What follows belongs to an exercise in optimizing a design on an open flow for small area, a short achievable clock period and few clock cycles per item; a production flow would make more cautious choices. Only simulation tests tie the RTL to the original design; equivalence was not proved. Power and IR drop assume default switching activity.

==> flow/design.v <==
module JAM (
input              CLK,
input              RST,
output logic [2:0] W,
output logic [2:0] J,
input        [6:0] Cost,
output logic [3:0] MatchCount,
output logic [8:0] MinCost,
output logic       Valid
);
localparam logic [1:0] PRE  = 2'd0,
                       DFS  = 2'd1,
                       DONE = 2'd2;
logic [1:0] ph;
logic [7:0] c;            
logic       srch;
assign srch = (ph == DFS);
logic [6:0] u  [0:7];     
logic [6:0] v  [0:7];     
logic [7:0] Z  [0:7];     
logic [3:0] S  [0:7];     
logic [2:0] perm [0:7];   
logic [7:0] rm;           
logic [6:0] dl [0:7];     
logic [6:0] m;            
logic [6:0] xr;           
logic [6:0] uf;           
logic [6:0] Cost_r;
logic [5:0] a1, a3, a4;   
assign a3 = {a1[5:3] - 3'd1, a1[2:0]};
logic p1, p3, p4;
assign p1 = (c >= 8'd2)  && (c <= 8'd65);
assign p3 = (c >= 8'd10) && (c <= 8'd73);
assign p4 = (c >= 8'd11) && (c <= 8'd74);
logic [2:0] L;            
logic       iv;           
logic [7:0] mask;         
logic [7:0] rmask;        
logic [2:0] col [0:7];    
logic [8:0] D   [0:7];    
logic [5:0] minEx;        
logic       found;
logic [3:0] cnt;
logic       ev;
logic [2:0] ew, ej;
logic [7:0] em, erm;
logic [2:0] eW;
logic [9:0] E;            
logic [6:0] LBr;          
logic       espec;        
logic [2:0] aJ;           
logic       aiv;          
logic       apop;         
function automatic logic [2:0] ffs8(input logic [7:0] x);
    logic [2:0] r;
    r = 3'd0;
    for (int k = 7; k >= 0; k--)
        if (x[k]) r = k;
    ffs8 = r;
endfunction
function automatic logic [7:0] above(input logic [2:0] p);
    above = ~((8'd2 << p) - 8'd1);
endfunction
function automatic logic [7:0] low1(input logic [7:0] x);
    low1 = x & ~(x - 8'd1);
endfunction
function automatic logic [3:0] sat4(input logic [6:0] x);
    sat4 = (x > 7'd15) ? 4'd15 : x[3:0];
endfunction
function automatic logic [3:0] pop8(input logic [7:0] x);
    logic [3:0] r;
    r = 4'd0;
    for (int k = 0; k < 8; k++)
        r = r + {3'd0, x[k]};
    pop8 = r;
endfunction
logic [2:0] ui, vj;
logic [6:0] u_s, v_s;
assign u_s = u[ui];
assign v_s = v[vj];
logic [2:0] kz [0:7];
logic [3:0] kk [0:7];
always_comb
    for (int i = 0; i < 8; i++)
        kk[i] = rm[i] ? {1'b0, kz[i]} : 4'd15;
logic [3:0] k01, k23, k45, k67, k03, k47;
logic [2:0] i01, i23, i45, i67, i03, i47, ipick;
assign {k01, i01} = (kk[1] < kk[0]) ? {kk[1], 3'd1} : {kk[0], 3'd0};
assign {k23, i23} = (kk[3] < kk[2]) ? {kk[3], 3'd3} : {kk[2], 3'd2};
assign {k45, i45} = (kk[5] < kk[4]) ? {kk[5], 3'd5} : {kk[4], 3'd4};
assign {k67, i67} = (kk[7] < kk[6]) ? {kk[7], 3'd7} : {kk[6], 3'd6};
assign {k03, i03} = (k23 < k01) ? {k23, i23} : {k01, i01};
assign {k47, i47} = (k67 < k45) ? {k67, i67} : {k45, i45};
assign ipick      = (k47 < k03) ? i47 : i03;
logic [7:0] mc, ra;
assign mc = mask | (8'd1 << J);
assign ra = ~(rmask | (8'd1 << W));    
logic [3:0] gr [0:7];                 
always_comb
    for (int i = 0; i < 8; i++)
        gr[i] = (ra[i] && ((Z[i] & ~mc) == 8'd0)) ? S[i] : 4'd0;
logic       fwd;
logic [8:0] Dw, Dw_r;
assign fwd = srch && ev && espec && L == ew + 3'd1;
assign Dw  = fwd ? Dw_r : D[L];
logic [9:0] E_iss;
logic [6:0] LBr_iss;
logic [4:0] sr01, sr23, sr45, sr67;
logic [5:0] sr03, sr47;
assign E_iss = {1'b0, Dw} + {3'd0, u_s} + {3'd0, v_s};
assign sr01 = {1'b0, gr[0]} + {1'b0, gr[1]};
assign sr23 = {1'b0, gr[2]} + {1'b0, gr[3]};
assign sr45 = {1'b0, gr[4]} + {1'b0, gr[5]};
assign sr67 = {1'b0, gr[6]} + {1'b0, gr[7]};
assign sr03 = {1'b0, sr01} + {1'b0, sr23};
assign sr47 = {1'b0, sr45} + {1'b0, sr67};
assign LBr_iss = {1'b0, sr03} + {1'b0, sr47};
logic       skipw;
logic [7:0] okw;
assign skipw = ({5'd0, S[W]} > Dw);
assign okw   = skipw ? Z[W] : 8'hff;
logic [7:0] sib_v, skipped;
assign sib_v   = ~mask & above(J) & okw;
assign skipped = ~mask & above(J) & ~okw;
logic [2:0] pc, Lp;
logic [7:0] pmask, pop_v;
assign Lp    = L - 3'd1;
assign pc    = fwd ? ej : col[Lp];
assign pmask = mask & ~(8'd1 << pc);
assign pop_v = ~mask & above(pc);
logic [10:0] Tr, ex_e;
assign Tr = {1'b0, E} - {4'd0, LBr};
logic pass_e;
assign pass_e = !Tr[10] && ({3'd0, Cost} <= Tr[9:0]);
assign ex_e = {4'd0, Cost} - Tr;
logic [9:0] Dn;
assign Dn = E - {3'd0, Cost};
logic [7:0] emd;
assign emd = em | (8'd1 << ej);
logic e_desc, e_leaf, e_rest;
assign e_desc = srch && ev && pass_e && !espec && ew != 3'd7;
assign e_leaf = srch && ev && pass_e && ew == 3'd7;
assign e_rest = srch && ev && !pass_e && espec;
logic       sq;            
assign sq = e_desc || e_rest;
logic [2:0] ewp, pcw, pWe;
assign ewp = ew - 3'd1;
assign pcw = col[ewp];
assign pWe = perm[ewp];
logic [6:0] mn;
assign mn = (a1[2:0] == 3'd0 || Cost_r < m) ? Cost_r : m;
logic lt, eq;
assign lt = (xr < u_s);
assign eq = (xr == u_s);
logic [5:0] ex_ev, exr, ex_s, exs, ex_min;
assign ex_ev = (srch && ev && !ex_e[10] && ex_e != 11'd0) ? ((ex_e[9:6] != 4'd0) ? 6'h3f : ex_e[5:0]) : 6'h3f;
assign ex_s  = (srch && iv && !sq && skipped != 8'd0) ? 6'({5'd0, S[W]} - Dw) : 6'h3f;
always_comb begin
    ex_min = minEx;
    if (exr < ex_min) ex_min = exr;
    if (exs < ex_min) ex_min = exs;
end
logic pre_last, pass_end, fin, acc;
assign pre_last = (ph == PRE) && (c == 8'd77);
assign pass_end = srch && !iv && !ev && L == 3'd0;
assign fin      = pass_end && found;
logic pe;                  
assign acc      = (ph == PRE) && ((c >= 8'd10 && c <= 8'd66 && c[2:0] == 3'd2) ||
                                  (c >= 8'd68 && c <= 8'd75));
logic step_sib, step_pop;
assign step_sib = iv && sib_v != 8'd0;
assign step_pop = !step_sib && L != 3'd0;
logic cur_zero, spec;
assign cur_zero = Z[W][J];
assign spec     = srch && iv && cur_zero && L != 3'd7;    
logic [2:0] L_nx, J_nx, W_nx;
logic [7:0] mask_nx, rmask_nx;
logic       iv_nx;
logic [2:0] J_alt;
logic       iv_alt, pop_alt;
always_comb begin
    J_alt   = J;
    iv_alt  = 1'b0;
    pop_alt = 1'b0;
    if (step_sib) begin
        J_alt   = ffs8(sib_v);
        iv_alt  = 1'b1;
    end else if (step_pop) begin
        J_alt   = ffs8(pop_v);
        iv_alt  = (pop_v != 8'd0);
        pop_alt = 1'b1;
    end
end
always_comb begin
    L_nx     = L;
    J_nx     = J;
    W_nx     = W;
    mask_nx  = mask;
    rmask_nx = rmask;
    iv_nx    = iv;
    if (ph == PRE) begin
        if (pre_last) begin
            L_nx     = 3'd0;
            J_nx     = 3'd0;
            W_nx     = perm[0];
            mask_nx  = 8'd0;
            rmask_nx = 8'd0;
            iv_nx    = 1'b1;
        end else begin
            W_nx = 3'(c + 8'd1);
            J_nx = 3'((c + 8'd1) >> 3);
        end
    end else if (srch) begin
        if (e_desc) begin
            L_nx     = ew + 3'd1;
            W_nx     = perm[ew + 3'd1];
            J_nx     = ffs8(~emd);
            mask_nx  = emd;
            rmask_nx = erm | (8'd1 << eW);
            iv_nx    = 1'b1;
        end else if (e_rest) begin
            J_nx   = aJ;
            iv_nx  = aiv;
            if (apop) begin
                L_nx     = ewp;
                W_nx     = pWe;
                mask_nx  = em & ~(8'd1 << pcw);
                rmask_nx = erm & ~(8'd1 << pWe);
            end else begin
                L_nx     = ew;
                W_nx     = eW;
                mask_nx  = em;
                rmask_nx = erm;
            end
        end else if (spec) begin
            L_nx     = L + 3'd1;
            W_nx     = perm[L + 3'd1];
            J_nx     = ffs8(~mc);
            mask_nx  = mc;
            rmask_nx = rmask | (8'd1 << W);
        end else if (step_sib) begin
            J_nx   = J_alt;
        end else if (step_pop) begin
            L_nx     = Lp;
            W_nx     = perm[Lp];
            J_nx     = J_alt;
            mask_nx  = pmask;
            rmask_nx = rmask & ~(8'd1 << perm[Lp]);
            iv_nx    = iv_alt;
        end else if (iv || ev) begin
            iv_nx = 1'b0;    
        end else if (!found && pe) begin
            J_nx     = 3'd0;
            W_nx     = perm[0];
            mask_nx  = 8'd0;
            rmask_nx = 8'd0;
            iv_nx    = 1'b1;
        end
    end
end
always_ff @(posedge CLK) begin
    ui     <= (ph == PRE && !pre_last) ? a3[2:0] : W_nx;
    a4     <= a3;
    vj     <= (ph == PRE && !pre_last) ? 3'((a3 + 6'd1) >> 3) : J_nx;
    Cost_r <= Cost;
    for (int i = 0; i < 8; i++)
        kz[i] <= (Z[i] == 8'hff) ? 3'd7 : 3'(pop8(Z[i]));
end
always_ff @(posedge CLK or posedge RST) begin
    if (RST) begin
        ph      <= PRE;
        c       <= 8'd0;
        a1      <= 6'd62;
        pe      <= 1'b0;
        L       <= 3'd0;
        W       <= 3'd0;
        J       <= 3'd0;
        iv      <= 1'b0;
        ev      <= 1'b0;
        mask    <= 8'd0;
        rmask   <= 8'd0;
        minEx   <= 6'h3f;
        exr     <= 6'h3f;
        exs     <= 6'h3f;
        found   <= 1'b0;
        cnt     <= 4'd0;
        MinCost <= 9'd0;
    end else begin
        L <= L_nx;
        W <= W_nx;
        J <= J_nx;
        if (c != 8'd84) begin
            c  <= c + 8'd1;
            a1 <= a1 + 6'd1;
        end
        if (acc || fin)
            MinCost <= MinCost + ((ph == PRE) ? {2'd0, (c <= 8'd66) ? m : uf} : D[0]);
        mask  <= mask_nx;
        rmask <= rmask_nx;
        iv    <= iv_nx;
        case (ph)
        PRE: begin
            if (pre_last)
                ph <= DFS;
        end
        DFS: begin
            pe    <= pass_end && !pe;
            minEx <= (pass_end && pe && !found) ? 6'h3f : ex_min;
            exr   <= ex_ev;
            exs   <= ex_s;
            if (e_leaf) begin
                found <= 1'b1;
                cnt   <= cnt + 4'd1;
            end
            ev <= !sq && iv;
            if (fin)
                ph <= DONE;
        end
        default: ;
        endcase
    end
end
always_ff @(posedge CLK) begin
    ew  <= L;
    ej  <= J;
    eW  <= W;
    em  <= mask;
    erm <= rmask;
    E   <= E_iss;
    LBr <= LBr_iss;
    espec <= spec;
    aJ    <= J_alt;
    aiv   <= iv_alt;
    apop  <= pop_alt;
    m <= mn;
    if (p1 && a1[2:0] == 3'd7)
        v[a1[5:3]] <= mn;
    for (int k = 7; k > 0; k--) dl[k] <= dl[k-1];
    dl[0] <= Cost_r;
    xr <= dl[7] - v_s;
    if (p4) begin
        if (a4[5:3] == 3'd0 || lt) begin
            u[a4[2:0]] <= xr;
            S[a4[2:0]] <= (a4[5:3] == 3'd0) ? 4'd15 : sat4(u_s - xr);
            Z[a4[2:0]] <= 8'd1 << a4[5:3];
        end else if (eq) begin
            Z[a4[2:0]][a4[5:3]] <= 1'b1;
        end else if (sat4(xr - u_s) < S[a4[2:0]]) begin
            S[a4[2:0]] <= sat4(xr - u_s);
        end
    end
    uf <= lt ? xr : u_s;
    if (c == 8'd75)
        rm <= 8'hff;
    if (c >= 8'd76 && c <= 8'd83) begin
        perm[c[2:0] - 3'd4] <= ipick;
        rm[ipick]           <= 1'b0;
    end
    if (pre_last)
        D[0] <= 9'd0;
    else if (pass_end && pe && !fin)
        D[0] <= D[0] + {3'd0, minEx};
    if (srch && ev) begin
        col[ew] <= ej;
        if (ew != 3'd7)
            D[ew + 3'd1] <= Dn[8:0];
    end
    Dw_r <= Dw;
end
assign Valid = (ph == DONE);
assign MatchCount = cnt;
endmodule
make LEC_CHECK=0 ABC_AREA=1 CAP_MARGIN=20 CORE_MARGIN=2 CORE_UTILIZATION=40 CTS_BUF_LIST=sky130_fd_sc_hd__clkbuf_4 CTS_CLUSTER_SIZE=20 SETUP_SLACK_MARGIN=5 SLEW_MARGIN=20 finish   # period 10.0 ns
run.sh (not shown) runs the stock make flow with config.mk's settings and CLKGATE_MAP_FILE= SYNTH_SCRIPT=/design/flow/synth_recipe.tcl, a recipe that flattens the netlist after the stock synthesis.
The starting point completed without violations.
Testbench counts at the start, summed over its fixed seeds: cycles 4,803, jobs 24.
Rerun with:
--- a/flow/design.v
+++ b/flow/design.v
@@ -25,7 +25,7 @@
 logic [6:0] m;            
 logic [6:0] xr;           
-logic [6:0] uf;           
 logic [6:0] Cost_r;
 logic [5:0] a1, a3, a4;   
+assign a4 = a1 - 6'd9;
 assign a3 = {a1[5:3] - 3'd1, a1[2:0]};
 logic p1, p3, p4;
@@ -37,5 +37,5 @@
 logic [7:0] mask;         
 logic [7:0] rmask;        
-logic [2:0] col [0:7];    
+logic [2:0] col [0:6];    
 logic [8:0] D   [0:7];    
 logic [5:0] minEx;        
@@ -47,5 +47,5 @@
 logic [2:0] eW;
 logic [9:0] E;            
-logic [6:0] LBr;          
+logic [6:0] LBp, LBq;     
 logic       espec;        
 logic [2:0] aJ;           
@@ -105,15 +105,21 @@
 assign Dw  = fwd ? Dw_r : D[L];
 logic [9:0] E_iss;
-logic [6:0] LBr_iss;
-logic [4:0] sr01, sr23, sr45, sr67;
-logic [5:0] sr03, sr47;
+logic [6:0] LBp_iss, LBq_iss;
+function automatic logic [13:0] csa(input logic [6:0] a, input logic [6:0] b, input logic [6:0] c);
+    csa = {a ^ b ^ c, 7'(((a & b) | (a & c) | (b & c)) << 1)};
+endfunction
+logic [6:0] g7 [0:7];
+logic [6:0] s1, c1, s2, c2, s3, c3, s4, c4, s5, c5;
+always_comb begin
+    for (int i = 0; i < 8; i++)
+        g7[i] = {3'd0, gr[i]};
+    {s1, c1} = csa(g7[0], g7[1], g7[2]);
+    {s2, c2} = csa(g7[3], g7[4], g7[5]);
+    {s3, c3} = csa(s1, c1, s2);
+    {s4, c4} = csa(c2, g7[6], g7[7]);
+    {s5, c5} = csa(s3, c3, s4);
+    {LBp_iss, LBq_iss} = csa(s5, c5, c4);
+end
 assign E_iss = {1'b0, Dw} + {3'd0, u_s} + {3'd0, v_s};
-assign sr01 = {1'b0, gr[0]} + {1'b0, gr[1]};
-assign sr23 = {1'b0, gr[2]} + {1'b0, gr[3]};
-assign sr45 = {1'b0, gr[4]} + {1'b0, gr[5]};
-assign sr67 = {1'b0, gr[6]} + {1'b0, gr[7]};
-assign sr03 = {1'b0, sr01} + {1'b0, sr23};
-assign sr47 = {1'b0, sr45} + {1'b0, sr67};
-assign LBr_iss = {1'b0, sr03} + {1'b0, sr47};
 logic       skipw;
 logic [7:0] okw;
@@ -130,4 +136,6 @@
 assign pop_v = ~mask & above(pc);
 logic [10:0] Tr, ex_e;
+logic [6:0] LBr;
+assign LBr = LBp + LBq;    
 assign Tr = {1'b0, E} - {4'd0, LBr};
 logic pass_e;
@@ -167,5 +175,5 @@
 logic pe;                  
 assign acc      = (ph == PRE) && ((c >= 8'd10 && c <= 8'd66 && c[2:0] == 3'd2) ||
-                                  (c >= 8'd68 && c <= 8'd75));
+                                  (c >= 8'd67 && c <= 8'd74));
 logic step_sib, step_pop;
 assign step_sib = iv && sib_v != 8'd0;
@@ -261,5 +269,4 @@
 always_ff @(posedge CLK) begin
     ui     <= (ph == PRE && !pre_last) ? a3[2:0] : W_nx;
-    a4     <= a3;
     vj     <= (ph == PRE && !pre_last) ? 3'((a3 + 6'd1) >> 3) : J_nx;
     Cost_r <= Cost;
@@ -295,5 +302,5 @@
         end
         if (acc || fin)
-            MinCost <= MinCost + ((ph == PRE) ? {2'd0, (c <= 8'd66) ? m : uf} : D[0]);
+            MinCost <= MinCost + ((ph == PRE) ? {2'd0, (c <= 8'd66) ? m : (lt ? xr : u_s)} : D[0]);
         mask  <= mask_nx;
         rmask <= rmask_nx;
@@ -328,5 +335,6 @@
     erm <= rmask;
     E   <= E_iss;
-    LBr <= LBr_iss;
+    LBp <= LBp_iss;
+    LBq <= LBq_iss;
     espec <= spec;
     aJ    <= J_alt;
@@ -350,5 +358,4 @@
         end
     end
-    uf <= lt ? xr : u_s;
     if (c == 8'd75)
         rm <= 8'hff;
@@ -362,5 +369,6 @@
         D[0] <= D[0] + {3'd0, minEx};
     if (srch && ev) begin
-        col[ew] <= ej;
+        if (ew != 3'd7)
+            col[ew] <= ej;
         if (ew != 3'd7)
             D[ew + 3'd1] <= Dn[8:0];
First-iteration DRC count rose by 7.9%.
Wire length came out lower by 1.8%.
Sequential power falls by about 2%.
Die area is lower by 1.0%.
Combinational power hardly moves.
Setup slack improved by 36 ps.
Testbench counts after the change, summed over its fixed seeds: cycles 4,803, jobs 24.

afterwards: timing with drivers on the ports:
The flow's constraints put no driver on any port. The routed layouts listed below were extracted and timed again, unchanged, in two steps.
Step 1, drivers: a clkbuf_16 drives CLK and a buf_2 each remaining input, both assumed.
Step 2 moves the port delays by t, midway between the first and last clock arrival at a register: inputs arrive t later, outputs are due t later. That takes back most of the time a late clock gives input paths.
Three values: ideal ports, drivers, drivers and shift; two values: the first two.
run	t (ns)	slack for setup (ns)	worst setup path at the end
the first run	1.058	5.093 / 5.093 / 4.246	input to register
the second run	1.047	5.129 / 5.129 / 4.511	input to register
After both steps every run listed still meets setup and hold. The setup slack of the first run, which loses most, moves by 0.000 ns with the drivers and by -0.847 ns with both steps.
